Source: an optimization exercise on an open RTL-to-GDS flow (aim: small area, a short achievable clock period and few clock cycles). Production flows keep margins and buffers that such runs may drop. Function was checked by simulation only, so behaviour that the tests miss may differ from the original. Power and IR drop assume default switching activity.

**design/flow/flow/run.sh**
```bash
#!/bin/bash
# The standard layout (standard.sh: standard synthesis, then ORFS to
# finish at the design's clock period and constraints), with clock tree
# synthesis told not to add dummy loads for balancing, and timing repair
# aiming for 10.5 ns of setup slack.
set -e
export CTS_ARGS="-sink_clustering_enable -repair_clock_nets -sink_clustering_size 25 -sink_clustering_max_diameter 60 -dont_use_dummy_load"
export SETUP_SLACK_MARGIN=10.5
bash standard.sh > standard.log 2>&1
```
**design/flow/standard.sh**
```bash
#!/bin/bash
# synth_recipe.tcl (not shown) runs the flow's synth.tcl, then flattens the netlist and writes it again
# the make line also repeats each setting of config.mk as NAME=value (left out here)
make -C /OpenROAD-flow-scripts/flow DESIGN_CONFIG=/design/flow/config.mk WORK_HOME=/design/flow/orfs CLKGATE_MAP_FILE= SYNTH_SCRIPT=/design/flow/synth_recipe.tcl "${@:-finish}"
```
**design/flow/config.mk**
```make
export PLATFORM = sky130hd
export DESIGN_NAME = tinyqv_top
export DESIGN_NICKNAME = tinyqv_top
export VERILOG_FILES = /design/flow/design.v
export SDC_FILE = /design/flow/constraint.sdc
export NUM_CORES = 4
export LEC_CHECK = 0
export ABC_AREA = 1
export CAP_MARGIN = 20
export CORE_MARGIN = 2
export CORE_UTILIZATION = 40
export CTS_CLUSTER_DIAMETER = 60
export CTS_CLUSTER_SIZE = 25
export SLEW_MARGIN = 20
```
**design/flow/constraint.sdc**
```tcl
create_clock -name core_clock -period 15.0 [get_ports {clk}]
set_input_delay 3.0000 -clock core_clock [delete_from_list [all_inputs] [get_ports {clk}]]
set_output_delay 3.0000 -clock core_clock [all_outputs]
set_load 0.01 [all_outputs]
```
**design/flow/design.v**
```verilog
module tinyqv_decoder #(parameter REG_ADDR_BITS=4) (
    input [31:0] instr,
    output reg [31:0] imm,
    output reg is_load,
    output reg is_alu_imm,
    output reg is_auipc,
    output reg is_store,
    output reg is_alu_reg,
    output reg is_lui,
    output reg is_branch,
    output reg is_jalr,
    output reg is_jal,
    output reg is_ret,
    output reg is_system,
    output [2:1] instr_len,
    output reg [3:0] alu_op,   
    output reg [2:0] mem_op,       
    output reg [REG_ADDR_BITS-1:0] rs1,
    output reg [REG_ADDR_BITS-1:0] rs2,
    output reg [REG_ADDR_BITS-1:0] rd,
    output reg [2:0] additional_mem_ops,
    output reg       mem_op_increment_reg
);
    wire [31:0] Uimm = {    instr[31],   instr[30:12], {12{1'b0}}};
    wire [31:0] Iimm = {{21{instr[31]}}, instr[30:20]};
    wire [31:0] Simm = {{21{instr[31]}}, instr[30:25],instr[11:7]};
    wire [31:0] Bimm = {{20{instr[31]}}, instr[7],instr[30:25],instr[11:8],1'b0};
    wire [31:0] Jimm = {{12{instr[31]}}, instr[19:12],instr[20],instr[30:21],1'b0};
    wire [31:0] CLWSPimm     = {24'b0, instr[3:2], instr[12], instr[6:4], 2'b00};
    wire [31:0] CSWSPimm     = {24'b0, instr[8:7], instr[12:9], 2'b00};
    wire [31:0] CLSWimm      = {25'b0, instr[5], instr[12:10], instr[6], 2'b00};   
    wire [31:0] CLSHimm      = {30'b0, instr[5], 1'b0};   
    wire [31:0] CLSBimm      = {30'b0, instr[5], instr[6]};   
    wire [31:0] CJimm        = {{21{instr[12]}}, instr[8], instr[10:9], instr[6], instr[7], instr[2], instr[11], instr[5:3], 1'b0};
    wire [31:0] CBimm        = {{24{instr[12]}}, instr[6:5], instr[2], instr[11:10], instr[4:3], 1'b0};
    wire [31:0] CALUimm      = {{27{instr[12]}}, instr[6:2]};           
    wire [31:0] CLUIimm      = {{15{instr[12]}}, instr[6:2], 12'b0};
    wire [31:0] CADDI16SPimm = {{23{instr[12]}}, instr[4:3], instr[5], instr[2], instr[6], 4'b0};
    wire [31:0] CADDI4SPimm  = {22'b0, instr[10:7], instr[12:11], instr[5], instr[6], 2'b0};
    wire [31:0] CSCXTimm     = {{23{instr[12]}}, instr[9:7], instr[10], instr[11], 4'b0};
    always @(*) begin
        additional_mem_ops = 3'b000;
        mem_op_increment_reg = 1;
        is_ret = 0;
        if (instr[1:0] == 2'b11) begin
            is_load    =  (instr[6:2] == 5'b00000);  
            is_alu_imm =  (instr[6:2] == 5'b00100);  
            is_auipc   =  (instr[6:2] == 5'b00101);  
            is_store   =  (instr[6:2] == 5'b01000);  
            is_alu_reg =  (instr[6:2] == 5'b01100);  
            is_lui     =  (instr[6:2] == 5'b01101);  
            is_branch  =  (instr[6:2] == 5'b11000);  
            is_jalr    =  (instr[6:2] == 5'b11001);  
            is_jal     =  (instr[6:2] == 5'b11011);  
            is_system  =  (instr[6:2] == 5'b11100);  
            if (is_auipc || is_lui) imm = Uimm;
            else if (is_store) imm = Simm;
            else if (is_branch) imm = Bimm;
            else if (is_jal) imm = Jimm;
            else imm = Iimm;
            if (is_load || is_auipc || is_store || is_jalr || is_jal) alu_op = 4'b0000;   
            else if (is_branch) alu_op = {1'b0, !instr[14], instr[14:13]};
            else if (instr[26] && is_alu_reg) alu_op = {1'b1, instr[27:26], instr[13]};   
            else alu_op = {instr[30] && (instr[5] || instr[13:12] == 2'b01),instr[14:12]};
            mem_op = instr[14:12];
            if ((is_load || is_store) && instr[13:12] == 2'b11) begin
                mem_op = 3'b010;
                additional_mem_ops = {1'b0, instr[14], 1'b1};
            end
            if (is_store && instr[14:12] == 3'b110) begin
                mem_op = 3'b010;
                additional_mem_ops = {1'b0, instr[14], 1'b1};
                mem_op_increment_reg = 0;
            end
            rs1 = instr[15+:REG_ADDR_BITS];
            rs2 = instr[20+:REG_ADDR_BITS];
            rd  = instr[ 7+:REG_ADDR_BITS];
        end else begin
            is_load    = 0;
            is_alu_imm = 0;
            is_auipc   = 0;
            is_store   = 0;
            is_alu_reg = 0;
            is_lui     = 0;
            is_branch  = 0;
            is_jalr    = 0;
            is_jal     = 0;
            is_system  = 0;
            imm = {32{1'bx}};
            alu_op = 4'b0000;
            mem_op = 3'bxxx;
            rs1 = {REG_ADDR_BITS{1'bx}};
            rs2 = {REG_ADDR_BITS{1'bx}};
            rd = {REG_ADDR_BITS{1'bx}};
            case ({instr[1:0], instr[15:13]})
                5'b00000: begin  
                    is_alu_imm = 1;
                    imm = CADDI4SPimm;
                    rs1 = 4'd2;
                    rd  = {1'b1, instr[4:2]};
                end
                5'b00010: begin  
                    is_load = 1;
                    mem_op = 3'b010;
                    imm = CLSWimm;
                    rs1 = {1'b1, instr[9:7]};
                    rd  = {1'b1, instr[4:2]};
                end 
                5'b00100: begin  
                    imm = instr[10] ? CLSHimm : CLSBimm;
                    rs1 = {1'b1, instr[9:7]};
                    if (instr[11]) begin
                        is_store = 1;
                        mem_op = {2'b00, instr[10]};
                        rs2 = {1'b1, instr[4:2]};
                    end else begin
                        is_load = 1;
                        mem_op = {~(instr[10] & instr[6]), 1'b0, instr[10]};
                        rd = {1'b1, instr[4:2]};
                    end
                end
                5'b00110: begin  
                    is_store = 1;
                    mem_op = 3'b010;
                    imm = CLSWimm;
                    rs1 = {1'b1, instr[9:7]};
                    rs2 = {1'b1, instr[4:2]};
                end
                5'b00111: begin  
                    is_store = 1;     
                    mem_op = 3'b010;
                    imm = CSCXTimm;
                    rs1 = 4'd3;
                    rs2 = {instr[5], 3'b001};
                    additional_mem_ops = instr[4:2];
                end
                5'b01000: begin  
                    is_alu_imm = 1;
                    imm = CALUimm;
                    rs1 = instr[10:7];
                    rd  = instr[10:7];
                end
                5'b01001: begin  
                    is_jal = 1;
                    imm = CJimm;
                    rd  = 4'd1;
                end
                5'b01010: begin  
                    is_alu_imm = 1;
                    imm = CALUimm;
                    rs1 = 4'd0;
                    rd  = instr[10:7];
                end
                5'b01011: begin  
                    rd  = instr[10:7];
                    if (instr[10:7] == 4'd2) begin
                        is_alu_imm = 1;
                        imm = CADDI16SPimm;
                        rs1 = 4'd2;
                    end else begin
                        is_lui = 1;
                        imm = CLUIimm;
                    end
                end
                5'b01100: begin  
                    rs1 = {1'b1, instr[9:7]};
                    rs2 = {1'b1, instr[4:2]};
                    rd  = {1'b1, instr[9:7]};
                    imm = CALUimm;
                    if (instr[11:10] != 2'b11) begin
                        is_alu_imm = 1;
                        if (instr[11] == 1'b0) begin  
                            alu_op = {instr[10], 3'b101};
                        end else begin
                            alu_op = 4'b0111;
                        end
                    end else if (instr[12]) begin
                        is_alu_imm = 1;
                        case (instr[4:2])
                            3'b101: begin   
                                    alu_op = 4'b0100;  
                                    imm = 32'hffffffff;
                            end
                            default: begin  
                                    alu_op = 4'b0111;  
                                    imm = {16'h0000, {8{instr[3]}}, 8'hff};
                            end
                        endcase
                    end else begin
                        is_alu_reg = 1;
                        case (instr[6:5])
                            2'b00: alu_op = 4'b1000;   
                            2'b01: alu_op = 4'b0100;   
                            2'b10: alu_op = 4'b0110;   
                            2'b11: alu_op = 4'b0111;   
                        endcase
                    end
                end
                5'b01101: begin  
                    is_jal = 1;
                    imm = CJimm;
                    rd  = 4'd0;
                end                
                5'b01110: begin  
                    is_branch = 1;
                    imm = CBimm;
                    rs1 = {1'b1, instr[9:7]};
                    rs2 = 4'd0;
                    alu_op = 4'b0100;
                    mem_op = 3'b000;
                end    
                5'b01111: begin  
                    is_branch = 1;
                    imm = CBimm;
                    rs1 = {1'b1, instr[9:7]};
                    rs2 = 4'd0;
                    alu_op = 4'b0100;
                    mem_op = 3'b001;
                end
                5'b10000: begin  
                    is_alu_imm = 1;
                    imm = CALUimm;
                    rs1 = instr[10:7];
                    rd  = instr[10:7];
                    alu_op = 4'b0001;
                end
                5'b10001: begin  
                    is_load = 1;      
                    mem_op = 3'b010;
                    imm = CADDI16SPimm;
                    rs1 = 4'd3;
                    rd  = {instr[10], 3'b001};
                    additional_mem_ops = instr[9:7];
                end
                5'b10010: begin  
                    is_load = 1;
                    mem_op = 3'b010;
                    imm = CLWSPimm;
                    rs1 = 4'd2;
                    rd  = instr[10:7];
                end
                5'b10011: begin  
                    is_load = 1;
                    mem_op = 3'b010;
                    imm = CLWSPimm;
                    rs1 = 4'd4;
                    rd  = instr[10:7];
                end
                5'b10100: begin 
                    if (instr[6:2] == 0) begin
                        if (instr[11:7] == 0) begin   
                            is_system = 1;
                            imm = 1;
                        end else begin  
                            if (instr[10:7] == 4'd1 && !instr[12]) is_ret = 1;
                            is_jalr = 1;
                            imm = 0;
                            rs1 = instr[10:7];
                            rd = {3'b000, instr[12]};
                        end
                    end else begin   
                        is_alu_reg = 1;
                        rs1 = instr[12] ? instr[10:7] : 4'd0;
                        rs2 = instr[5:2];
                        rd  = instr[10:7];
                    end
                end
                5'b10101: begin  
                    is_alu_reg = 1;
                    alu_op = 4'b1010;
                    rs1 = instr[10:7];
                    rs2 = instr[5:2];
                    rd  = instr[10:7];                    
                end
                5'b10110: begin  
                    is_store = 1;
                    mem_op = 3'b010;
                    imm = CSWSPimm;
                    rs1 = 4'd2;
                    rs2 = instr[5:2];
                end
                5'b10111: begin  
                    is_store = 1;
                    mem_op = 3'b010;
                    imm = CSWSPimm;
                    rs1 = 4'd4;
                    rs2 = instr[5:2];
                end
                default: begin
                    is_system = 1;
                    imm = 32'd2;
                end
            endcase
        end
    end
    assign instr_len = (instr[1:0] == 2'b11) ? 2'b10 : 2'b01;
endmodule
module tinyqv_cpu #(parameter NUM_REGS=16, parameter REG_ADDR_BITS=4) (
    input clk,
    input rstn,
    output [23:1] instr_addr,
    output        instr_fetch_restart,
    output        instr_fetch_stall,
    input         instr_fetch_started,
    input         instr_fetch_stopped,
    input  [15:0] instr_data_in,
    input         instr_ready,
    input  [15:0] interrupt_req,
    output reg [27:0] data_addr,
    output reg [1:0]  data_write_n,  
    output reg [1:0]  data_read_n,   
    output            data_read_complete,
    output reg [31:0] data_out,
    output reg    data_continue,
    input         data_ready,   
    input  [31:0] data_in,
    input         time_pulse,
    output        debug_instr_complete,
    output        debug_instr_valid,
    output        debug_interrupt_pending,
    output        debug_branch,
    output        debug_early_branch,
    output        debug_ret,
    output        debug_reg_wen,
    output        debug_counter_0,
    output [3:0] debug_rd
);
    localparam CB = 6;                   
    localparam NE = 1 << (CB - 2);       
    localparam LB = 4;                   
    localparam NL = 1 << (CB - LB);      
    localparam LIM = 8;                  
    reg  [15:0] cache_e [0:NE-1];        
    reg  [15:0] cache_o [0:NE-1];        
    reg  [2*NE-1:0] cache_v;             
    reg  [14:CB] cache_tag [0:NL-1];     
    reg  [23:1] pc_d;                    
    reg  [31:0] ibuf;                    
    reg         ibuf_valid;
    wire [31:0] imm_de;
    wire is_load_de, is_alu_imm_de, is_auipc_de, is_store_de, is_alu_reg_de, is_lui_de;
    wire is_branch_de, is_jalr_de, is_jal_de, is_ret_de, is_system_de;
    wire [2:1] instr_len_de;
    wire [3:0] alu_op_de;
    wire [2:0] mem_op_de;
    wire [3:0] rs1_de, rs2_de, rd_de;
    wire [2:0] additional_mem_ops_de;
    wire mem_op_increment_reg_de;
    tinyqv_decoder i_decoder(
        .instr(ibuf),
        .imm(imm_de),
        .is_load(is_load_de),
        .is_alu_imm(is_alu_imm_de),
        .is_auipc(is_auipc_de),
        .is_store(is_store_de),
        .is_alu_reg(is_alu_reg_de),
        .is_lui(is_lui_de),
        .is_branch(is_branch_de),
        .is_jalr(is_jalr_de),
        .is_jal(is_jal_de),
        .is_ret(is_ret_de),
        .is_system(is_system_de),
        .instr_len(instr_len_de),
        .alu_op(alu_op_de),
        .mem_op(mem_op_de),
        .rs1(rs1_de),
        .rs2(rs2_de),
        .rd(rd_de),
        .additional_mem_ops(additional_mem_ops_de),
        .mem_op_increment_reg(mem_op_increment_reg_de)
    );
    wire accept;                         
    wire [23:1] offset_de = (ibuf[1:0] == 2'b11) ?
        (ibuf[3] ? {{4{ibuf[31]}}, ibuf[19:12], ibuf[20], ibuf[30:21]} :                       
                   {{12{ibuf[31]}}, ibuf[7], ibuf[30:25], ibuf[11:8]}) :                       
        (ibuf[14] ? {{16{ibuf[12]}}, ibuf[6:5], ibuf[2], ibuf[11:10], ibuf[4:3]} :             
                    {{13{ibuf[12]}}, ibuf[8], ibuf[10:9], ibuf[6], ibuf[7], ibuf[2], ibuf[11], ibuf[5:3]});  
    wire [23:1] target_de = pc_d + offset_de;
    wire predict_de = is_jal_de || (is_branch_de && offset_de[23]);
    wire redirect;                       
    wire [23:1] redirect_target;
    wire [23:1] pc_next  = pc_d + {21'd0, instr_len_de};
    wire [CB-1:1] h_d   = pc_d[CB-1:1];
    wire [14:CB]  tag_d = pc_d[14:CB];
    wire [14:CB]  tag_d1 = tag_d + 1'b1;
    reg  [CB-1:0] hf0;
    wire [CB-1:0] hf1   = hf0 + 1'b1;
    wire [14:CB]  tag_f0 = hf0[CB-1] ? tag_d1 : tag_d;
    wire [14:CB]  tag_f1 = hf1[CB-1] ? tag_d1 : tag_d;
    wire [CB-1:2] idx_o = hf0[CB-2:1];
    wire [CB-1:2] idx_e = hf1[CB-2:1];
    wire          swap  = hf0[0];
    wire [15:0] hw_e = cache_e[idx_e];
    wire [15:0] hw_o = cache_o[idx_o];
    wire [31:0] instr_f = swap ? {hw_e, hw_o} : {hw_o, hw_e};
    wire hit0 = cache_v[hf0[CB-2:0]] && cache_tag[hf0[CB-2:LB-1]] == tag_f0;
    wire hit1 = cache_v[hf1[CB-2:0]] && cache_tag[hf1[CB-2:LB-1]] == tag_f1;
    wire [CB-1:0] hd1    = {1'b0, h_d} + 1'b1;
    wire [14:CB]  tag_dd1 = hd1[CB-1] ? tag_d1 : tag_d;
    wire hit0_d = cache_v[h_d] && cache_tag[h_d[CB-1:LB]] == tag_d;
    wire hit1_d = cache_v[hd1[CB-2:0]] && cache_tag[hd1[CB-2:LB-1]] == tag_dd1;
    wire [23:1] pc_d2 = pc_d + 23'd1;
    wire valid_f = hit0 && (instr_f[1:0] != 2'b11 || hit1);
    always @(posedge clk) begin
        if (!rstn) begin
            pc_d <= 23'd0;
            ibuf_valid <= 1'b0;
        end else begin
            if (redirect)    pc_d <= redirect_target;
            else if (accept) pc_d <= predict_de ? target_de : pc_next;
            if (redirect || (accept && predict_de)) ibuf_valid <= 1'b0;
            else if (accept || !ibuf_valid)         ibuf_valid <= valid_f;
        end
    end
    wire [CB-1:0] hf0_fill = {1'b0, hf0[CB-2:0]} + {{(CB-2){1'b0}}, valid_f ? (instr_f[1:0] == 2'b11 ? 2'd2 : 2'd1) : 2'd0};
    always @(posedge clk) begin
        if (!rstn)                        hf0 <= {CB{1'b0}};
        else if (redirect)                hf0 <= {1'b0, redirect_target[CB-1:1]};
        else if (accept && predict_de)    hf0 <= {1'b0, target_de[CB-1:1]};
        else if (accept || !ibuf_valid)   hf0 <= hf0_fill;
    end
    always @(posedge clk)
        if (accept || !ibuf_valid) ibuf <= instr_f;
    localparam F_IDLE = 2'd0;    
    localparam F_REQ  = 2'd1;    
    localparam F_RUN  = 2'd2;    
    reg [1:0]  fstate;
    reg [14:1] stream_addr;              
    wire [15:0] hw_d = pc_d[1] ? cache_o[pc_d[CB-1:2]] : cache_e[pc_d[CB-1:2]];
    wire fetch_miss = !ibuf_valid && !(hit0_d && (hw_d[1:0] != 2'b11 || hit1_d));
    wire [14:1] miss_addr = hit0_d ? pc_d2[14:1] : pc_d[14:1];
    wire [14:1] stream_ahead = stream_addr[14:1] - pc_d[14:1];
    always @(posedge clk) begin
        if (!rstn) begin
            fstate <= F_IDLE;
        end else begin
            case (fstate)
                F_IDLE: if (fetch_miss) begin
                            fstate <= F_REQ;
                            stream_addr <= miss_addr;
                        end
                F_REQ:  if (instr_fetch_started) fstate <= F_RUN;
                default: begin
                    if (fetch_miss && stream_addr != miss_addr) begin
                        fstate <= F_REQ;
                        stream_addr <= miss_addr;
                    end else if (instr_fetch_stopped) begin
                        fstate <= F_IDLE;
                    end else if (instr_ready) begin
                        stream_addr <= stream_addr + 14'd1;
                    end
                end
            endcase
        end
    end
    wire cache_write = fstate == F_RUN && instr_ready;
    always @(posedge clk) begin
        if (cache_write) begin
            if (stream_addr[1]) cache_o[stream_addr[CB-1:2]] <= instr_data_in;
            else                cache_e[stream_addr[CB-1:2]] <= instr_data_in;
        end
    end
    always @(posedge clk) begin
        if (!rstn) begin
            cache_v <= {(2*NE){1'b0}};
        end else if (cache_write) begin
            if (cache_tag[stream_addr[CB-1:LB]] != stream_addr[14:CB]) begin
                cache_tag[stream_addr[CB-1:LB]] <= stream_addr[14:CB];
                cache_v[{stream_addr[CB-1:LB], {(LB-1){1'b0}}} +: (1 << (LB-1))] <= {{((1 << (LB-1))-1){1'b0}}, 1'b1} << stream_addr[LB-1:1];
            end else begin
                cache_v[stream_addr[CB-1:1]] <= 1'b1;
            end
        end
    end
    assign instr_addr = {9'd0, stream_addr};
    assign instr_fetch_restart = fstate == F_REQ;
    assign instr_fetch_stall = fstate == F_RUN && stream_ahead >= LIM;
    reg        e_valid;
    reg is_load, is_store, is_alu, is_lui, is_branch, is_jalr, is_jal, is_mul, is_czero, e_sub;
    reg [3:0] alu_op;
    reg [2:0] mem_op;
    reg [3:0] rs2, rd;
    reg [2:0] additional_mem_ops;
    reg       mem_op_increment_reg;
    reg [31:0] a;                
    reg [31:0] b;                
    reg [31:0] r2;               
    reg [23:1] target;           
    reg        e_predict;
    localparam X_EXEC = 3'd0;    
    localparam X_MEM  = 3'd1;    
    localparam X_WB   = 3'd2;    
    localparam X_NEXT = 3'd3;    
    localparam X_MUL  = 3'd4;    
    reg [2:0]  xstate;
    reg [3:0]  mul_count;        
    reg [31:0] regs [0:15];
    reg        wr_en;
    reg [31:0] wr_data;
    wire       wr_reg = wr_en && rd != 4'd0 && rd != 4'd3 && rd != 4'd4;
    genvar i;
    generate
        for (i = 1; i < 16; i = i + 1) begin : gen_regs
            if (i != 3 && i != 4) begin : gen_reg
                always @(posedge clk)
                    if (wr_reg && rd == i) regs[i] <= wr_data;
            end
        end
    endgenerate
    function [31:0] read_reg(input [3:0] r);
        case (r)
            4'd0: read_reg = 32'd0;
            4'd3: read_reg = 32'h01000400;   
            4'd4: read_reg = 32'h08000000;   
            default: read_reg = regs[r];
        endcase
    endfunction
    wire [3:0]  rb = xstate == X_NEXT ? rs2 : rs2_de;
    wire [31:0] rf_a = (wr_reg && rd == rs1_de) ? wr_data : read_reg(rs1_de);
    wire [31:0] rf_b = (wr_reg && rd == rb) ? wr_data : read_reg(rb);
    wire is_mul_de = (is_alu_imm_de || is_alu_reg_de) && alu_op_de[3:1] == 3'b101;
    always @(posedge clk) begin
        if (accept) begin
            is_load <= is_load_de;
            is_store <= is_store_de;
            is_alu <= is_alu_imm_de || is_alu_reg_de || is_auipc_de;
            is_lui <= is_lui_de;
            is_branch <= is_branch_de;
            is_jalr <= is_jalr_de;
            is_jal <= is_jal_de;
            is_mul <= is_mul_de;
            is_czero <= is_alu_reg_de && alu_op_de[3:1] == 3'b111;
            e_sub <= (alu_op_de[1] || alu_op_de[3]) && !is_mul_de && !is_auipc_de;
            alu_op <= is_auipc_de ? 4'b0000 : alu_op_de;
            mem_op <= mem_op_de;
            rs2 <= rs2_de;
            rd <= rd_de;
            additional_mem_ops <= additional_mem_ops_de;
            mem_op_increment_reg <= mem_op_increment_reg_de;
            a <= is_auipc_de ? {8'h00, pc_d, 1'b0} : rf_a;
            b <= (is_alu_reg_de || is_branch_de) ? rf_b : imm_de;
            r2 <= rf_b;
            target <= predict_de ? pc_next : target_de;
            e_predict <= predict_de;
        end else if (xstate == X_MUL && mul_count != 4'd0) begin
            a <= {sum[30:0], 1'b0};
            b <= r2[15] ? data_out : 32'd0;
            r2 <= {r2[30:0], 1'b0};
        end else if (e_valid && xstate == X_EXEC && is_mul) begin
            a <= 32'd0;
            b <= r2[15] ? a : 32'd0;
            r2 <= {r2[30:0], 1'b0};
        end else if (xstate == X_MEM && data_ready) begin
            b <= data_in;
        end else if (xstate == X_WB && additional_mem_ops != 3'b000) begin
            additional_mem_ops <= additional_mem_ops - 3'd1;
            rd <= rd + 4'd1;
            rs2 <= rs2 + {3'd0, mem_op_increment_reg};
        end
    end
    wire [32:0] sum = {1'b0, a} + {1'b0, b ^ {32{e_sub}}} + {32'd0, e_sub};
    wire eq  = a == b;
    wire ltu = !sum[32];
    wire lt  = (a[31] != b[31]) ? a[31] : sum[31];
    wire cmp = alu_op[0] ? ltu : alu_op[1] ? lt : eq;
    function [31:0] reverse(input [31:0] x);
        integer k;
        for (k = 0; k < 32; k = k + 1) reverse[k] = x[31-k];
    endfunction
    wire        shift_left = !alu_op[2];
    wire [31:0] shift_in = shift_left ? reverse(a) : a;
    wire        shift_fill = alu_op[3] && alu_op[2] && a[31];
    wire [63:0] shift_ext = {{32{shift_fill}}, shift_in} >> b[4:0];
    wire [31:0] shift_out = shift_left ? reverse(shift_ext[31:0]) : shift_ext[31:0];
    reg [31:0] alu_out;
    always @(*) begin
        if (is_czero)
            alu_out = ((r2 == 32'd0) ^ alu_op[0]) ? 32'd0 : a;
        else case (alu_op[2:0])
            3'b000:  alu_out = sum[31:0];
            3'b010,
            3'b011:  alu_out = {31'd0, cmp};
            3'b100:  alu_out = a ^ b;
            3'b110:  alu_out = a | b;
            3'b111:  alu_out = a & b;
            default: alu_out = shift_out;
        endcase
    end
    wire in_exec = e_valid && xstate == X_EXEC;
    wire in_mul = xstate == X_MUL;
    wire is_mem_op = is_load || is_store;
    assign redirect = in_exec && (is_jalr || (is_branch && (cmp ^ mem_op[0] ^ e_predict)));
    assign redirect_target = is_jalr ? sum[23:1] : target;
    wire exec_done = (in_exec && !is_mem_op && !is_mul) ||
                     (xstate == X_WB && additional_mem_ops == 3'b000) ||
                     (in_mul && mul_count == 4'd0);
    assign accept = (!e_valid || exec_done) && ibuf_valid;
    wire [31:0] load_ext = mem_op[1] ? b :
                           mem_op[0] ? {{16{!mem_op[2] && b[15]}}, b[15:0]} :
                                       {{24{!mem_op[2] && b[7]}}, b[7:0]};
    always @(*) begin
        wr_en = 1'b0;
        wr_data = alu_out;
        if (in_exec) begin
            if (is_alu) begin
                wr_en = !is_mul;
            end else if (is_lui) begin
                wr_en = 1'b1;
                wr_data = b;
            end else if (is_jal || is_jalr) begin
                wr_en = 1'b1;
                wr_data = {8'h00, is_jal ? target : pc_d, 1'b0};
            end
        end else if (xstate == X_WB) begin
            wr_en = is_load;
            wr_data = load_ext;
        end else if (in_mul) begin
            wr_en = mul_count == 4'd0;
            wr_data = sum[31:0];
        end
    end
    always @(posedge clk) begin
        if (!rstn) begin
            e_valid <= 1'b0;
            xstate <= X_EXEC;
            data_read_n <= 2'b11;
            data_write_n <= 2'b11;
            data_continue <= 1'b0;
        end else begin
            if (redirect)       e_valid <= 1'b0;
            else if (accept)    e_valid <= 1'b1;
            else if (exec_done) e_valid <= 1'b0;
            case (xstate)
                X_EXEC: if (e_valid) begin
                    if (is_mem_op) begin
                        data_addr <= sum[27:0];
                        data_read_n <= is_load ? mem_op[1:0] : 2'b11;
                        data_write_n <= is_store ? mem_op[1:0] : 2'b11;
                        data_out <= r2;
                        data_continue <= additional_mem_ops != 3'b000;
                        xstate <= X_MEM;
                    end else if (is_mul) begin
                        data_out <= a;
                        mul_count <= 4'd15;
                        xstate <= X_MUL;
                    end
                end
                X_MEM: if (data_ready) begin
                    data_read_n <= 2'b11;
                    data_write_n <= 2'b11;
                    xstate <= X_WB;
                end
                X_WB: begin
                    if (additional_mem_ops != 3'b000) begin
                        data_addr[3:2] <= data_addr[3:2] + 2'd1;
                        xstate <= X_NEXT;
                    end else begin
                        xstate <= X_EXEC;
                    end
                end
                X_NEXT: begin
                    data_read_n <= is_load ? mem_op[1:0] : 2'b11;
                    data_write_n <= is_store ? mem_op[1:0] : 2'b11;
                    data_out <= rf_b;
                    data_continue <= additional_mem_ops != 3'b000;
                    xstate <= X_MEM;
                end
                default: begin
                    mul_count <= mul_count - 4'd1;
                    if (mul_count == 4'd0) xstate <= X_EXEC;
                end
            endcase
        end
    end
    assign data_read_complete = 1'b0;
    assign debug_instr_complete = exec_done;
    assign debug_instr_valid = e_valid;
    assign debug_interrupt_pending = 1'b0;
    assign debug_branch = redirect;
    assign debug_early_branch = 1'b0;
    assign debug_ret = 1'b0;
    assign debug_reg_wen = wr_en;
    assign debug_counter_0 = 1'b0;
    assign debug_rd = wr_data[3:0];
    wire _unused = &{interrupt_req, time_pulse, is_ret_de, is_system_de, 1'b0};
endmodule
module qspi_controller (
    input clk,
    input rstn,
    input      [3:0] spi_data_in,
    output reg [3:0] spi_data_out,
    output reg [3:0] spi_data_oe,
    output           spi_clk_out,
    output reg       spi_flash_select,
    output reg       spi_ram_a_select,
    output reg       spi_ram_b_select,
    input [24:0] addr_in,
    input  [7:0] data_in,
    input        start_read,
    input        start_write,
    input        stall_txn,
    input        stop_txn,
    output [7:0] data_out,
    output reg   data_req,
    output reg   data_ready,
    output       busy
);
    localparam ADDR_BITS = 24;
    localparam DATA_WIDTH_BITS = 8;   
    localparam FSM_IDLE = 0;
    localparam FSM_CMD  = 1;
    localparam FSM_ADDR = 2;
    localparam FSM_DUMMY1 = 3;
    localparam FSM_DUMMY2 = 4;
    localparam FSM_DATA = 5;
    localparam FSM_STALLED = 6;
    localparam FSM_STALL_RECOVER = 7;
    reg [2:0] fsm_state;
    reg       is_writing;
    reg [ADDR_BITS-1:0]       addr;
    reg [DATA_WIDTH_BITS-1:0] data;
    reg [2:0] nibbles_remaining;
    wire [1:0] delay_cycles_cfg = 2'b01;   
    reg       spi_clk_pos;
    reg [3:0] spi_in_buffer;
    assign data_out = data;
    assign busy = fsm_state != FSM_IDLE;
    reg stop_txn_reg;
    wire stop_txn_now = stop_txn_reg || (stop_txn && (!is_writing || spi_clk_pos));
    always @(posedge clk) begin
        if (!rstn) 
            stop_txn_reg <= 0;
        else
            stop_txn_reg <= stop_txn && !stop_txn_now;
    end
    reg [1:0] read_cycles_count;
    reg last_ram_a_sel;
    reg last_ram_b_sel;
    wire ram_a_block = (last_ram_a_sel == 0) && addr_in[24:23] == 2'b10;
    wire ram_b_block = (last_ram_b_sel == 0) && addr_in[24:23] == 2'b11;
/*verilator lint_off WIDTH*/
    always @(posedge clk) begin
        if (!rstn || stop_txn_now) begin
            fsm_state <= FSM_IDLE;
            is_writing <= 0;
            nibbles_remaining <= 0;
            data_ready <= 0;
            spi_clk_pos <= 0;
            spi_data_oe <= 4'b0000;
            spi_flash_select <= 1;
            spi_ram_a_select <= 1;
            spi_ram_b_select <= 1;
            data_req <= 0;
            read_cycles_count <= 0;
        end else begin
            data_ready <= 0;
            data_req <= 0;
            if (fsm_state == FSM_IDLE) begin
                if ((start_read || start_write) && !ram_a_block && !ram_b_block) begin
                    fsm_state <= addr_in[24] ? FSM_CMD : FSM_ADDR;
                    is_writing <= !start_read && addr_in[24];   
                    nibbles_remaining <= addr_in[24] ? 2-1 : 6-1;
                    spi_data_oe <= 4'b1111;
                    spi_clk_pos <= 0;
                    spi_flash_select <= addr_in[24];
                    spi_ram_a_select <= addr_in[24:23] != 2'b10;
                    spi_ram_b_select <= addr_in[24:23] != 2'b11;
                end
            end else begin
                if (read_cycles_count == 0) read_cycles_count <= 2'b01;
                else read_cycles_count <= read_cycles_count - 2'b01;
                if (fsm_state == FSM_STALLED) begin
                    spi_clk_pos <= 0;
                    if (!stall_txn && !read_cycles_count[1]) begin
                        data_ready <= !is_writing;
                        if (is_writing) begin
                            fsm_state <= FSM_DATA;
                            read_cycles_count <= 2'b00;
                        end else begin
                            fsm_state <= (delay_cycles_cfg[1] == 0) ? FSM_DATA : FSM_STALL_RECOVER;
                            read_cycles_count <= {1'b0, delay_cycles_cfg[0]};
                        end
                    end
                end else begin
                    spi_clk_pos <= !spi_clk_pos;
                    if (((fsm_state == FSM_DATA && !is_writing) || fsm_state == FSM_STALL_RECOVER) ? (read_cycles_count == 0) : spi_clk_pos) begin
                        if (nibbles_remaining == 0) begin
                            if (fsm_state == FSM_DATA || fsm_state == FSM_STALL_RECOVER) begin
                                data_ready <= !is_writing && !stall_txn;
                                nibbles_remaining <= (DATA_WIDTH_BITS >> 2)-1;
                                if (stall_txn) begin
                                    fsm_state <= FSM_STALLED;
                                    read_cycles_count <= delay_cycles_cfg | 2'b01;
                                end else begin
                                    fsm_state <= FSM_DATA;
                                end
                            end else begin
                                fsm_state <= fsm_state + 1;
                                if (fsm_state == FSM_CMD) begin
                                    nibbles_remaining <= (ADDR_BITS >> 2)-1;
                                end
                                else if (fsm_state == FSM_ADDR) begin
                                    if (is_writing) begin
                                        fsm_state <= FSM_DATA;
                                        nibbles_remaining <= (DATA_WIDTH_BITS >> 2)-1;
                                    end else if (spi_flash_select) begin
                                        fsm_state <= FSM_DUMMY2;
                                        spi_data_oe <= 4'b0000;
                                        nibbles_remaining <= 4-1;
                                    end else begin
                                        nibbles_remaining <= 2-1;
                                    end
                                end
                                else if (fsm_state == FSM_DUMMY1) begin
                                    spi_data_oe <= 4'b0000;
                                    nibbles_remaining <= 4-1;
                                end
                                else if (fsm_state == FSM_DUMMY2) begin
                                    nibbles_remaining <= (DATA_WIDTH_BITS >> 2)-1;
                                    read_cycles_count <= delay_cycles_cfg;
                                end
                            end
                        end else begin
                            if (fsm_state == FSM_STALL_RECOVER) fsm_state <= FSM_DATA;
                            nibbles_remaining <= nibbles_remaining - 1;
                        end
                    end else begin
                        data_req <= is_writing && (fsm_state == FSM_DATA) && nibbles_remaining == 0;
                    end
                end
            end
        end
    end
/*verilator lint_on WIDTH*/
    always @(posedge clk) begin
        if (fsm_state == FSM_IDLE && (start_read || start_write)) begin
            addr <= addr_in[23:0];
        end else if (fsm_state == FSM_ADDR && spi_clk_pos) begin
            addr <= {addr[ADDR_BITS-5:0], 4'b0000};
        end
    end
    always @(posedge clk) begin
        if (is_writing) begin
            if (fsm_state == FSM_STALLED) begin
                data <= data_in;
            end else if (spi_clk_pos) begin
                if (nibbles_remaining == 0) begin
                    data <= data_in;
                end else if (fsm_state == FSM_DATA) begin
                    data <= {data[DATA_WIDTH_BITS-5:0], spi_data_in};
                end
            end
        end else if (read_cycles_count == 0 && fsm_state == FSM_DATA) begin
            data <= {data[DATA_WIDTH_BITS-5:0], spi_data_in};
        end else if (read_cycles_count == 0 && fsm_state == FSM_STALL_RECOVER) begin
            data <= {data[DATA_WIDTH_BITS-5:0], spi_in_buffer};
        end else if (read_cycles_count == 2'b10 && fsm_state == FSM_STALLED) begin
            spi_in_buffer <= spi_data_in;
        end
    end
    always @(*) begin
        case (fsm_state)
            FSM_CMD: begin  
                if (is_writing) begin
                    if (nibbles_remaining[0])
                        spi_data_out = 4'b0000;
                    else
                        spi_data_out = 4'b0010;
                end else begin
                    if (nibbles_remaining[0])
                        spi_data_out = 4'b0000;
                    else
                        spi_data_out = 4'b1011;
                end
            end
            FSM_ADDR:   spi_data_out = addr[ADDR_BITS-1:ADDR_BITS-4];
            FSM_DUMMY1: spi_data_out = 4'b1010;
            FSM_DATA:   spi_data_out = is_writing ? data[DATA_WIDTH_BITS-1:DATA_WIDTH_BITS-4] : 4'b1111;
            default:    spi_data_out = 4'b1010;
        endcase
    end
    always @(posedge clk) begin
        if (!rstn) begin
            last_ram_a_sel <= 1;
            last_ram_b_sel <= 1;
        end else begin
            last_ram_a_sel <= spi_ram_a_select;
            last_ram_b_sel <= spi_ram_b_select;
        end
    end
    assign spi_clk_out = spi_clk_pos;
endmodule
module tinyqv_mem_ctrl (
    input clk,
    input rstn,
    input [23:1] instr_addr,
    input        instr_fetch_restart,
    input        instr_fetch_stall,
    output reg     instr_fetch_started,
    output reg     instr_fetch_stopped,
    output  [15:0] instr_data,
    output         instr_ready,
    input [24:0] data_addr,
    input [1:0]  data_write_n,  
    input [1:0]  data_read_n,   
    input [31:0] data_to_write,
    input        data_continue,  
    output         data_ready,   
    output  [31:0] data_from_read,
    input      [3:0] spi_data_in,
    output     [3:0] spi_data_out,
    output     [3:0] spi_data_oe,
    output           spi_clk_out,
    output           spi_flash_select,
    output           spi_ram_a_select,
    output           spi_ram_b_select,
    output        debug_stall_txn,
    output        debug_stop_txn
);
    reg start_instr;
    reg start_read;
    reg start_write;
    reg stop_txn;
    reg continue_txn;
    reg [1:0] data_txn_n;
    reg [1:0] data_txn_len;
    reg qspi_write_done;
    wire qspi_busy;
    reg instr_active;
    wire is_instr = instr_active || start_instr;
    wire [1:0] txn_len = is_instr ? 2'b01 : data_txn_len;
    wire [24:0] addr_in = is_instr ? {1'b0, instr_addr, 1'b0} : data_addr[24:0];
    reg [31:0] qspi_data_buf;
    reg [1:0] qspi_data_byte_idx;
    wire qspi_data_req;
    wire qspi_data_ready;
    wire [7:0] qspi_data_out;
    wire stall_txn = instr_active && instr_fetch_stall && !instr_ready && qspi_data_byte_idx == 2'b01;
    reg data_stall;
    always @(*) begin
        start_instr = 0;
        start_read = 0;
        start_write = 0;
        stop_txn = 0;
        data_txn_n = data_write_n & data_read_n;
        if (qspi_busy || qspi_write_done) begin
            if (instr_active) begin
                if (instr_fetch_restart && (!instr_fetch_started || stall_txn)) begin
                    stop_txn = 1;
                end else if ((qspi_data_ready && qspi_data_byte_idx == 2'b01) || instr_fetch_stall) begin
                    if (data_txn_n != 2'b11) begin
                        stop_txn = 1;
                    end
                end
            end else if ((qspi_data_ready || qspi_data_req) && qspi_data_byte_idx == data_txn_len && !continue_txn) begin
                stop_txn = 1;
            end
        end else begin
            if (data_read_n != 2'b11)
                start_read = 1;
            else if (data_write_n != 2'b11)
                start_write = 1;
            else if (instr_fetch_restart)
                start_instr = 1;
        end
    end
    always @(posedge clk) begin
        if (!rstn || stop_txn) begin
            instr_active <= 0;
        end else begin
            instr_active <= qspi_busy ? instr_active : start_instr;
        end
    end
    wire [1:0] write_qspi_data_byte_idx = qspi_data_byte_idx + (qspi_data_req ? 2'b01 : 2'b00);
    qspi_controller q_ctrl(
        .clk(clk),
        .rstn(rstn),
        .spi_data_in(spi_data_in),
        .spi_data_out(spi_data_out),
        .spi_data_oe(spi_data_oe),
        .spi_clk_out(spi_clk_out),
        .spi_flash_select(spi_flash_select),
        .spi_ram_a_select(spi_ram_a_select),
        .spi_ram_b_select(spi_ram_b_select),
        .addr_in(addr_in),
        .data_in(qspi_data_buf[{write_qspi_data_byte_idx,3'b000} +:8]),
        .start_read(start_read || start_instr),
        .start_write(start_write),
        .stall_txn(stall_txn || data_stall),
        .stop_txn(stop_txn),
        .data_out(qspi_data_out),
        .data_req(qspi_data_req),
        .data_ready(qspi_data_ready),
        .busy(qspi_busy)
    );
    always @(posedge clk) begin
        if (!rstn) begin
            instr_fetch_started <= 1'b0;
            instr_fetch_stopped <= 1'b0;
        end else begin
            instr_fetch_started <= start_instr;
            instr_fetch_stopped <= stop_txn;
        end
    end
    always @(posedge clk) begin
        if (!rstn || start_instr || start_read || start_write) begin
            qspi_data_byte_idx <= 2'b00;
        end else begin
            if (qspi_data_ready || qspi_data_req) begin
                qspi_data_byte_idx <= qspi_data_byte_idx + 2'b01;
                if (qspi_data_byte_idx == txn_len) begin
                    qspi_data_byte_idx <= 0;
                end
            end
        end
    end
    always @(posedge clk) begin
        if (qspi_data_ready) begin
            qspi_data_buf[{qspi_data_byte_idx,3'b000} +:8] <= qspi_data_out;
        end else if (data_write_n != 2'b11 && (data_stall || start_write)) begin
            qspi_data_buf <= data_to_write;
        end
    end
    assign instr_data = {qspi_data_out, qspi_data_buf[7:0]};
    assign instr_ready = instr_active && qspi_data_ready && qspi_data_byte_idx == 2'b01;
    always @(posedge clk) begin
        qspi_write_done <= qspi_data_req && qspi_data_byte_idx == data_txn_len;
    end
    always @(posedge clk) begin
        if (!rstn)
            data_txn_len <= 2'b11;
        else if (start_read || start_write) begin
            data_txn_len <= {data_txn_n[1], data_txn_n[1] | data_txn_n[0]};   
        end
    end
    always @(posedge clk) begin
        if (!rstn) begin
            continue_txn <= 0;
        end else begin
            if (continue_txn) begin
                if ((qspi_data_req && qspi_data_byte_idx + 2'b01 == data_txn_len) ||
                    (qspi_data_ready && qspi_data_byte_idx == data_txn_len))
                begin
                    data_stall <= 1;
                end else if (data_stall && qspi_data_byte_idx == 2'b00 && ((data_read_n != 2'b11 && !data_ready) || data_write_n != 2'b11)) begin
                    data_stall <= 0;
                    continue_txn <= data_continue;
                end
            end else begin
                data_stall <= 0;
                if (start_write || start_read) begin
                    continue_txn <= data_continue;
                end
            end
        end
    end
    assign data_ready = !instr_active && ((qspi_data_ready && qspi_data_byte_idx == data_txn_len) || (data_write_n != 2'b11 && ((data_stall && qspi_data_byte_idx == 2'b00) || start_write)));
    assign data_from_read = data_ready ? ({qspi_data_out, qspi_data_buf[23:16],
        data_txn_len == 2'b01 ? qspi_data_out : qspi_data_buf[15:8],
        data_txn_len == 2'b00 ? qspi_data_out : qspi_data_buf[7:0]}) : qspi_data_buf;
    assign debug_stall_txn = stall_txn;
    assign debug_stop_txn = stop_txn;
endmodule
`default_nettype none
module tinyQV (
    input clk,
    input rstn,
    output [27:0] data_addr,
    output  [1:0] data_write_n,  
    output  [1:0] data_read_n,   
    output        data_read_complete,
    output [31:0] data_out,    
    input         data_ready,   
    input  [31:0] data_in,
    input  [15:0] interrupt_req,
    input         time_pulse,
    input   [3:0] spi_data_in,
    output  [3:0] spi_data_out,
    output  [3:0] spi_data_oe,
    output        spi_clk_out,
    output        spi_flash_select,
    output        spi_ram_a_select,
    output        spi_ram_b_select,
    output        debug_instr_complete,
    output        debug_instr_ready,
    output        debug_instr_valid,
    output        debug_fetch_restart,
    output        debug_data_ready,
    output        debug_interrupt_pending,
    output        debug_branch,
    output        debug_early_branch,
    output        debug_ret,
    output        debug_reg_wen,
    output        debug_counter_0,
    output        debug_data_continue,
    output        debug_stall_txn,
    output        debug_stop_txn,
    output  [3:0] debug_rd
);
  wire [23:1] instr_addr;
  wire        instr_fetch_restart;
  wire        instr_fetch_stall;
  wire        instr_fetch_started;
  wire        instr_fetch_stopped;
  wire [15:0] instr_data;
  wire        instr_ready;
  wire [27:0] qv_data_addr;
  wire  [1:0] qv_data_write_n;
  wire  [1:0] qv_data_read_n;
  wire        qv_data_read_complete;
  wire [31:0] qv_data_to_write;
  wire        qv_data_ready;
  wire [31:0] qv_data_from_read;
  wire        qv_data_continue;
  wire  [1:0] mem_data_write_n;
  wire  [1:0] mem_data_read_n;
  wire        mem_data_ready;
  wire [31:0] mem_data_from_read;
  wire is_mem = qv_data_addr[27:25] == 0;
  assign qv_data_ready = is_mem ? mem_data_ready : data_ready;
  assign qv_data_from_read = is_mem ? mem_data_from_read : data_in;
  assign mem_data_write_n = is_mem ? qv_data_write_n : 2'b11;
  assign mem_data_read_n =  is_mem ? qv_data_read_n  : 2'b11;
  assign data_addr = qv_data_addr;
  assign data_write_n =       !is_mem ? qv_data_write_n       : 2'b11;
  assign data_read_n =        !is_mem ? qv_data_read_n        : 2'b11;
  assign data_read_complete = !is_mem ? qv_data_read_complete : 0;
  assign data_out = qv_data_to_write;
  reg rst_reg_n;
  always @(posedge clk) rst_reg_n <= rstn;
  tinyqv_cpu cpu(
        .clk(clk),
        .rstn(rst_reg_n),
        .instr_addr(instr_addr),
        .instr_fetch_restart(instr_fetch_restart),
        .instr_fetch_stall(instr_fetch_stall),
        .instr_fetch_started(instr_fetch_started),
        .instr_fetch_stopped(instr_fetch_stopped),
        .instr_data_in(instr_data),
        .instr_ready(instr_ready),
        .interrupt_req(interrupt_req),
        .data_addr(qv_data_addr),
        .data_write_n(qv_data_write_n),
        .data_read_n(qv_data_read_n),
        .data_read_complete(qv_data_read_complete),
        .data_out(qv_data_to_write),
        .data_continue(qv_data_continue),
        .data_ready(qv_data_ready),
        .data_in(qv_data_from_read),
        .time_pulse(time_pulse),
        .debug_instr_complete(debug_instr_complete),
        .debug_instr_valid(debug_instr_valid),
        .debug_interrupt_pending(debug_interrupt_pending),
        .debug_branch(debug_branch),
        .debug_early_branch(debug_early_branch),
        .debug_ret(debug_ret),
        .debug_reg_wen(debug_reg_wen),
        .debug_counter_0(debug_counter_0),
        .debug_rd(debug_rd)
    );
  tinyqv_mem_ctrl mem(
        .clk(clk),
        .rstn(rstn),
        .instr_addr(instr_addr),
        .instr_fetch_restart(instr_fetch_restart),
        .instr_fetch_stall(instr_fetch_stall),
        .instr_fetch_started(instr_fetch_started),
        .instr_fetch_stopped(instr_fetch_stopped),
        .instr_data(instr_data),
        .instr_ready(instr_ready),
        .data_addr(qv_data_addr[24:0]),
        .data_write_n(mem_data_write_n),
        .data_read_n(mem_data_read_n),
        .data_to_write(qv_data_to_write),
        .data_continue(qv_data_continue),
        .data_ready(mem_data_ready),
        .data_from_read(mem_data_from_read),
        .spi_data_in(spi_data_in),
        .spi_data_out(spi_data_out),
        .spi_data_oe(spi_data_oe),
        .spi_flash_select(spi_flash_select),
        .spi_ram_a_select(spi_ram_a_select),
        .spi_ram_b_select(spi_ram_b_select),
        .spi_clk_out(spi_clk_out),
        .debug_stall_txn(debug_stall_txn),
        .debug_stop_txn(debug_stop_txn)
    );
    assign debug_instr_ready = instr_ready;
    assign debug_fetch_restart = instr_fetch_restart;
    assign debug_data_ready = qv_data_ready;
    assign debug_data_continue = qv_data_continue;
endmodule
`default_nettype none
module tinyqv_top (
    input         clk,
    input         rst_n,
    output [27:0] data_addr,
    output  [1:0] data_write_n,
    output  [1:0] data_read_n,
    output [31:0] data_out,
    input         data_ready,
    input  [31:0] data_in,
    input   [3:0] spi_data_in,
    output  [3:0] spi_data_out,
    output  [3:0] spi_data_oe,
    output        spi_clk_out,
    output        spi_flash_select,
    output        spi_ram_a_select,
    output        spi_ram_b_select
);
    wire        data_read_complete;
    wire [15:0] debug_unused;
    wire  [3:0] debug_rd;
    tinyQV i_tinyqv (
        .clk(clk),
        .rstn(rst_n),
        .data_addr(data_addr),
        .data_write_n(data_write_n),
        .data_read_n(data_read_n),
        .data_read_complete(data_read_complete),
        .data_out(data_out),
        .data_ready(data_ready),
        .data_in(data_in),
        .interrupt_req(16'd0),
        .time_pulse(1'b0),
        .spi_data_in(spi_data_in),
        .spi_data_out(spi_data_out),
        .spi_data_oe(spi_data_oe),
        .spi_clk_out(spi_clk_out),
        .spi_flash_select(spi_flash_select),
        .spi_ram_a_select(spi_ram_a_select),
        .spi_ram_b_select(spi_ram_b_select),
        .debug_instr_complete(debug_unused[0]),
        .debug_instr_ready(debug_unused[1]),
        .debug_instr_valid(debug_unused[2]),
        .debug_fetch_restart(debug_unused[3]),
        .debug_data_ready(debug_unused[4]),
        .debug_interrupt_pending(debug_unused[5]),
        .debug_branch(debug_unused[6]),
        .debug_early_branch(debug_unused[7]),
        .debug_ret(debug_unused[8]),
        .debug_reg_wen(debug_unused[9]),
        .debug_counter_0(debug_unused[10]),
        .debug_data_continue(debug_unused[11]),
        .debug_stall_txn(debug_unused[12]),
        .debug_stop_txn(debug_unused[13]),
        .debug_rd(debug_rd)
    );
    assign debug_unused[15:14] = 2'b00;
    wire _unused = &{data_read_complete, debug_unused, debug_rd, 1'b0};
endmodule
```
==> results of run 1 <==
layout make-up:
cell class,instances,area share
diodes,5,0.000135
clock buffers,131,0.0353
inverters,1128,0.0471
multi-input cells,7038,0.392
flip-flops and latches,1404,0.442
well taps,2788,0.0375
repair buffers,439,0.0453
repair inverters,3,0.000256
metrics by stage:
step                      cells  area [um^2]  setup slack (ps)
final                     12936        93000             10090
after detailed placement  12685        87600              9330
after CTS                 12900        92100             10040
after global routing      12932        92900             10030
after floorplan           10110        83300             10560
after global placement    12684        87500              9390
power by group through the flow:
| stage | sequential, W | combinational, W | clock (W) |
|---|---|---|---|
| floorplan | 0.00497 | 0.00165 | 0 |
| global placement | 0.00516 | 0.00309 | 0 |
| detailed placement | 0.00516 | 0.00311 | 0 |
| CTS | 0.00501 | 0.00331 | 0.00300 |
| global route | 0.00502 | 0.00370 | 0.00312 |
| finish | 0.00502 | 0.00354 | 0.00296 |
cells in the final DEF, fill, tap and decap left out, drive strengths merged, types with 34 or more instances in the layout:
cell	synthesis	layout
nand4	78	78
nand2	2344	2344
edfxtp	1292	1292
a22oi	37	37
inv	1102	1084
a31oi	69	69
nor2	745	745
clkdlybuf4s50	0	38
o211ai	191	191
nand3	916	916
ha	176	176
o22ai	239	239
xor2	130	130
mux2i	60	60
dfxtp	112	112
o21ai	889	889
nor3	157	157
clkbuf	357	136
buf	183	379
o221ai	34	34
a21oi	672	672
how the worst min path moves through the flow:
stage	start	end	slack (ps)	cells after the start
finish	i_tinyqv.mem.q_ctrl.read_cycles_count[1]	i_tinyqv.mem.q_ctrl.read_cycles_count[1]	480	2
global route	i_tinyqv.mem.q_ctrl.read_cycles_count[1]	i_tinyqv.mem.q_ctrl.read_cycles_count[1]	510	2
CTS	i_tinyqv.mem.q_ctrl.nibbles_remaining[1]	i_tinyqv.mem.q_ctrl.nibbles_remaining[1]	490	2
detailed placement	i_tinyqv.mem.q_ctrl.read_cycles_count[1]	i_tinyqv.mem.q_ctrl.read_cycles_count[1]	480	2
global placement	i_tinyqv.mem.q_ctrl.nibbles_remaining[1]	i_tinyqv.mem.q_ctrl.nibbles_remaining[1]	450	2
floorplan	i_tinyqv.mem.q_ctrl.nibbles_remaining[1]	i_tinyqv.mem.q_ctrl.nibbles_remaining[1]	440	2
repair_timing:
item                       4_1_cts  5_1_grt
setup buffers                   82       25
pin swaps                        6        7
setup endpoints to repair      410      565
hold endpoints to repair         0        0
gates resized for setup        430      163
gates cloned                     2        5
cells by family after synthesis:
| kind of cell | share of synthesized area |
|---|---|
| fa+ha+maj | 0.0274 |
| compound gates | 0.160 |
| mux | 0.00735 |
| simple gates | 0.218 |
| buf+inv | 0.0779 |
| flops | 0.493 |
| xor+xnor | 0.0169 |
critical path: cells and delay by family (launching register included):
| kind | cells | cell delay, ps |
|---|---|---|
| buffers and inverters | 4 | 470 |
| AND/OR/NAND/NOR | 2 | 290 |
| flip-flops | 1 | 410 |
per-layer routing:
metal / part of all wire / vias up
met5: 0.00012 / -
met4: 0.048 / 8
met3: 0.13 / 776
met2: 0.41 / 5134
met1: 0.41 / 37639
li1: - / 34924
==> reports/summary.md, run 1 <==
- complete, no violations — status
- 10329 — post-synthesis net count
- 0 — endpoints failing setup
- 71672 — number of global-route vias before repair
- 410 ps — Max stage delay on crit path
- flop — crit path launch type
- 0.490 — global routing met2 resource utilization
- 0 — async set-or-reset flop fraction in the synthesized netlist
- 0.483 — met1 routing resource usage after global routing
- i_tinyqv.cpu.a[11] — worst reg2reg path startpoint
- 1404 — flop and latch count out of synthesis
- 78481 — total via count in the routed design
- 114 ps — Clock Skews
- 460 um — vertical extent of the die
- i_tinyqv.cpu.data_addr[27] — CP startpoint
- sky130_fd_sc_hd__edfxtp_1 — Most used DFF post-synth
- output pin — CP endpoint kind
- done — CTS tree
- 28.9 um — final routed wire length divided by cell count
- 840 ps — Worst-Skew Late Latency
- 0.466 — share of the synthesized area in the top cell type
- 36.6 nW — leak pwr
- 0 — max_cap viols
- 0 ps — final total negative setup slack
- 36500 um^2 — multi-input logic area
- 0.341 — All-Layer GR Usage
- 460 um — DIE WIDTH
- 71 — Unique masters post-synth
- 11.6% — signed area change from the synthesized netlist to the final layout
- 522 mm — wire length of the first global-routing pass
- 131 — Num CTS Buffers
- 6.07 — vias per inst
- 124 nW/um^2 — power per cell area
- nor3_2 > buf_6 > clkinv_8 > buf_16 > nand2_4 > buf_6 — ordered cell list for the critical path
- 373 mm — wirelength, routed
- 0 — final max-slew violation count
- sky130_fd_sc_hd__edfxtp_1, sky130_fd_sc_hd__nand2_1, sky130_fd_sc_hd__nand3_1 — top post-synthesis cells by area
- 1.05 — GPL Wtd Cong
- 0.402 — Initial Utilization
- yes — unrepaired setup endpoints after global routing
- 4 — number of H-tree levels
- 0.493 — share of the yosys chip area belonging to registers
- 0 — final routed DRC violation total
- 115 — # IOs
- 20374 — fill cell total of the finished layout
- 0.00433 W — P_sw
- 10110 — number of standard cells after synthesis
- 1910 ps — critical path arrival
- 0.00719 W — Internal Dissipation
- 83300 um^2 — combined area of all synthesized cells
- flop to output pin — crit path kind
- 0.449 — fraction of the core area covered by cells at the end of the flow
- 0.436 — power share of the sequential group
- 10540 ps — R2R setup slack
- sky130_fd_sc_hd__nand2_1, sky130_fd_sc_hd__edfxtp_1, sky130_fd_sc_hd__inv_1, sky130_fd_sc_hd__nand3_1, sky130_fd_sc_hd__o21ai_0 — most common library cells after synthesis
- 1404 — Clock Sinks
- 15 — number of cells on the worst reg-to-reg path
- 0.0115 W — overall power of the completed layout
- 70 ps — clock transition time at the flip-flop clock pins of the worst setup and hold paths
- 0.000111 V — Worst IR Drop VDD
- 41100 um^2 — Reg area
- sky130_fd_sc_hd__nand2_1 — most repeated cell in the gate-level netlist after synthesis
- 484 ps — final hold slack
- 0.222 — worst slew slack as a fraction of its limit
- 12837 — DR iter-0 viols
- 0.0886 — met3 Resource Use GR
- 102 — number of warnings reported in the yosys synthesis log
- met2 — grt peak-use layer
- 264 mm — placed wire-length estimate
- sky130_fd_sc_hd__edfxtp_1 — Max stage delay cell, worst path
- 212000 um^2 — Die Footprint
- 12000 ps — Critical Path RT
- 0 — residual overflow from global routing
- 204 MHz — f_max
- 114 — # port buffers
- sky130_fd_sc_hd__buf_6 — library cell appearing most often on the critical path
- 8 — number of iterations in the first detailed-routing pass
- i_tinyqv.cpu.regs — largest register by flop count
- data_read_n[1] — capturing instance or port of the critical path
- flop to flop — Hold WC Path Type
- sky130_fd_sc_hd__clkbuf_16 — buffer type at the clock tree root
- 5 — Worst Path Max Fanout
- 0.376 — switching share of total power
- 0 — hold violation total from the final report
- 0 — antenna viol nets, final
- 0.257 — clock share of power
- sky130_fd_sc_hd__edfxtp_1 — largest area contributor in the netlist
- 3 — clk buf depth
- 0 — number of buffers added to fix hold violations after cts
- 0.0786 — layout cell share with drive strength beyond 1
- 95 — maximum number of pins on one net before global-route repair
- 1160 ps — Worst Max-Slew Pin Slew
- 10364 — number of nets in the finished design
- 0.307 — share of power burned in combinational logic
- 1292 — number of enable-type register cells in the synthesized netlist
- 167 — Site Rows
- 207000 um^2 — core area
- i_tinyqv.cpu.regs[7][13] — FF-to-FF End
- 8.24 um^2 — mean post-synth cell area
- 0.327 — post-route fraction of the period consumed by the critical path
- 416 — flip-flop count of the largest register, all copies and words added
- 4910 ps — post-layout minimum cycle time
- 16 — initial antenna violation count
Testbench counts, summed over its fixed seeds: cycles 547,246.
==> inputs of run 2 (changes only) <==
==> design/flow/run.sh (new file) <==
#!/bin/bash
# synth_recipe.tcl (not shown) runs the flow's synth.tcl, then flattens the netlist and writes it again
# the make line also repeats each setting of config.mk as NAME=value (left out here)
make -C /OpenROAD-flow-scripts/flow DESIGN_CONFIG=/design/flow/config.mk WORK_HOME=/design/flow/orfs CLKGATE_MAP_FILE= SYNTH_SCRIPT=/design/flow/synth_recipe.tcl finish
removed: design/flow/flow/run.sh
removed: design/flow/standard.sh
==> run 2 against run 1 <==
Net effect:
- still clean on timing, DRC and antenna
- clock power is 25% higher
- count of clock-buffer cells in the layout grew 15
- hold slack got worse by 12 ps
- largest power group unchanged
- highest routed layer unchanged
==> reports/summary.md, run 2 <==
- complete, no violations — status
- 53.2 ps — Clock Skews
- 0 — number of buffers added to fix hold violations after cts
- 0.402 — Initial Utilization
- 0.000142 V — Worst IR Drop VDD
- 10329 — post-synthesis net count
- sky130_fd_sc_hd__buf_4 — library cell appearing most often on the critical path
- 131 — Num CTS Buffers
- 9700 ps — worst setup slack before clock tree synthesis
- 0.0121 W — overall power of the completed layout
- 36.2 nW — leak pwr
- sky130_fd_sc_hd__nand2_1, sky130_fd_sc_hd__edfxtp_1, sky130_fd_sc_hd__inv_1, sky130_fd_sc_hd__nand3_1, sky130_fd_sc_hd__o21ai_0 — most common library cells after synthesis
- 78144 — total via count in the routed design
- 860 ps — Worst-Skew Late Latency
- 29.2 um — final routed wire length divided by cell count
- 5840 ps — post-layout minimum cycle time
- 0 — final routed DRC violation total
- i_tinyqv.mem.q_ctrl.nibbles_remaining[1] — hold wc startpoint
- 71 — Unique masters post-synth
- flop — crit path launch type
- buffers and inverters — cell class contributing the biggest share of worst-path delay
- 0.0591 — layout cell share with drive strength beyond 1
- done — CTS tree
- sky130_fd_sc_hd__edfxtp_1 — largest area contributor in the netlist
- 137 — maximum number of pins on one net before global-route repair
- i_tinyqv.cpu.data_out[18] — FF-to-FF End
- 19 — initial antenna violation count
- 10110 — number of standard cells after synthesis
- i_tinyqv.mem.q_ctrl.nibbles_remaining[1] — endpoint of the worst hold-timing path
- sky130_fd_sc_hd__nand2_1 — most common cell after layout, fill and taps aside
- 4 — number of H-tree levels
- 1160 ps — Worst Max-Slew Pin Slew
- 0 — hold violation total from the final report
- sky130_fd_sc_hd__clkbuf_16 — buffer type at the clock tree root
- 0.347 — All-Layer GR Usage
- 416 — flip-flop count of the largest register, all copies and words added
- 271 mm — placed wire-length estimate
- 3 — clk buf depth
- 0.446 — fraction of the core area covered by cells at the end of the flow
- 115 — # IOs
- 0 — endpoints failing setup
- 0.219 — worst slew slack as a fraction of its limit
- 0 — residual overflow from global routing
- 9160 ps — post-route setup slack
- 0 — async set-or-reset flop fraction in the synthesized netlist
- nor3_2 > buf_4 > clkinv_1 > buf_4 > nand2_1 > clkdlybuf4s50_1 — ordered cell list for the critical path
- 550 ps — Max stage delay on crit path
- 1292 — number of enable-type register cells in the synthesized netlist
- 70443 — number of global-route vias before repair
- flop to output pin — crit path kind
- output pin — CP endpoint kind
- 378 mm — wirelength, routed
- 460 um — vertical extent of the die
- 0.466 — share of the synthesized area in the top cell type
- 10 — number of iterations in the first detailed-routing pass
- 167 — Site Rows
- no — unrepaired setup endpoints after global routing
- sky130_fd_sc_hd__nand2_1 — most repeated cell in the gate-level netlist after synthesis
- 2 — hold depth
- 6.04 — vias per inst
- 171 MHz — f_max
- 0 — post-cts sizing count
- 0.390 — post-route fraction of the period consumed by the critical path
- 1404 — Clock Sinks
- 0 — buffers inserted during post-CTS setup optimization
- flop to flop — Hold WC Path Type
- 207000 um^2 — core area
- i_tinyqv.cpu.regs — largest register by flop count
- 212000 um^2 — Die Footprint
- 0 — max_cap viols
- 8.24 um^2 — mean post-synth cell area
- 4 — crit path buf inv count
- 9510 ps — R2R setup slack
- 12000 ps — Critical Path RT
- 1.04 — GPL Wtd Cong
- 83300 um^2 — combined area of all synthesized cells
- sky130_fd_sc_hd__nand2_1, sky130_fd_sc_hd__edfxtp_1, sky130_fd_sc_hd__inv_1 — top library cells by usage in the layout, fill and taps aside
- 6 — number of cells on the critical path
- 10236 — number of nets in the finished design
- sky130_fd_sc_hd__edfxtp_1, sky130_fd_sc_hd__nand2_1, sky130_fd_sc_hd__nand3_1 — top post-synthesis cells by area
- 2840 ps — critical path arrival
- 12343 — DR iter-0 viols
- 131 nW/um^2 — power per cell area
- 471 ps — final hold slack
- 70 ps — clock transition time at the flip-flop clock pins of the worst setup and hold paths
- 18 — number of cells on the worst reg-to-reg path
- sky130_fd_sc_hd__clkdlybuf4s50_1 — Max stage delay cell, worst path
- sky130_fd_sc_hd__edfxtp_1 — Most used DFF post-synth
- 460 um — DIE WIDTH
- 61 — Worst Path Max Fanout
- 0 — final max-slew violation count
- 0 — antenna viol nets, final
- 528 mm — wire length of the first global-routing pass
- 10.8% — signed area change from the synthesized netlist to the final layout
- 114 — # port buffers
- i_tinyqv.cpu.ibuf[1] — worst reg2reg path startpoint
- 0.493 — share of the yosys chip area belonging to registers
- 1404 — flop and latch count out of synthesis
- 102 — number of warnings reported in the yosys synthesis log
- 0 ps — final total negative setup slack
## run 2: cell count changes in the layout (fill, tap and decap cells not counted), moves of 23 or more
| cell | before | now |
|---|---|---|
| sky130_fd_sc_hd__clkdlybuf4s50_1 | 38 | 114 |
| sky130_fd_sc_hd__buf_6 | 58 | 0 |
| sky130_fd_sc_hd__buf_4 | 253 | 198 |
| sky130_fd_sc_hd__buf_12 | 34 | 1 |
| sky130_fd_sc_hd__buf_2 | 23 | 0 |
| sky130_fd_sc_hd__inv_1 | 1040 | 1063 |
## run 2: worst max path at each step
| stage | endpoint | start | slack, ps |
|---|---|---|---|
| global route | data_read_n[1] | i_tinyqv.cpu.data_addr[26] | 9000 |
| floorplan | i_tinyqv.cpu.b[0] | data_ready | 9080 |
| global placement | flop | i_tinyqv.cpu.hf0[0] | 9670 |
| detailed placement | i_tinyqv.cpu.b[2] | i_tinyqv.cpu.ibuf[1] | 9700 |
| finish | data_read_n[1] | i_tinyqv.cpu.data_addr[26] | 9160 |
| CTS | data_read_n[1] | i_tinyqv.cpu.data_addr[26] | 9070 |
## run 2: metal layers
metal | track usage | wire [um] | up-vias
li1 | - | - | 34802
met3 | 0.0869 | 46000 | 664
met1 | 0.511 | 163000 | 37714
met5 | 0 | 114 | -
met2 | 0.486 | 153000 | 4948
met4 | 0.127 | 15300 | 16
## run 2: power breakdown
| part | total, W | leakage [nW] | switching (W) | internal [W] |
|---|---|---|---|---|
| sequential | 0.00512 | 12.7 | 0.000366 | 0.00475 |
| combinational | 0.00327 | 21.3 | 0.00249 | 0.000780 |
| clock | 0.00370 | 2.28 | 0.00180 | 0.00191 |
## run 2: cell type report
cell class,count,area [um^2]
Fill cell,20491,115000
Sequential cell,1404,41000
Multi-Input combinational cell,7038,36100
Inverter,1128,4240
Tap cell,2788,3490
Clock buffer,146,3410
Timing Repair Buffer,314,2660
Clock inverter,98,1310
Antenna cell,16,40.0
## run 2: stage by stage
stage / std cells / area (um^2)
floorplan: 10110 / 83300
global placement: 12670 / 87500
detailed placement: 12672 / 87500
global route: 12917 / 92200
finish: 12932 / 92200
CTS: 12916 / 92200
## run 2: cell families (layout without fill, tap and decap cells)
logic type | Yosys count | after routing | synth area share
buf+inv | 1668 | 1686 | 0.0779
xor+xnor | 161 | 161 | 0.0169
simple gates | 4319 | 4319 | 0.218
fa+ha+maj | 180 | 180 | 0.0274
flops | 1404 | 1404 | 0.493
mux | 61 | 61 | 0.00735
compound gates | 2317 | 2317 | 0.160
other cells | 0 | 16 | 0
## run 2: tightest hold or removal path, delay by kind of cell, from the launching register on
kind / cells / cell delay [ps]
AOI/OAI and AO/OA: 1 / 50
DFF: 1 / 320
and+or+nand+nor: 1 / 60

afterwards: timing with drivers on the ports:
The results above use ideal ports. As a check the final layouts listed here were re-extracted and re-timed, cells and wires unchanged.
Step 1: set_driving_cell puts a clkbuf_16 on clk and a buf_2 on each other input, an assumption about the parent block.
Step 2 moves the port delays by t, midway between the first and last clock arrival at a register: inputs arrive t later, outputs are due t later. That takes back most of the time a late clock gives input paths.
Three values: no drivers, after step 1, after step 2; two values: the first two.
run	t (ns)	setup slack, ns	worst setup path at the end	worst data-port slew with drivers (ns)
run 1	0.871	10.089 / 10.002 / 9.787	input to register	0.08
run 2	0.914	9.156 / 9.075 / 9.512	register to register	0.07
After both steps setup and hold are still met in every run listed. The setup slack of run 1, which loses most, moves by -0.087 ns with the drivers and by -0.302 ns with both steps.
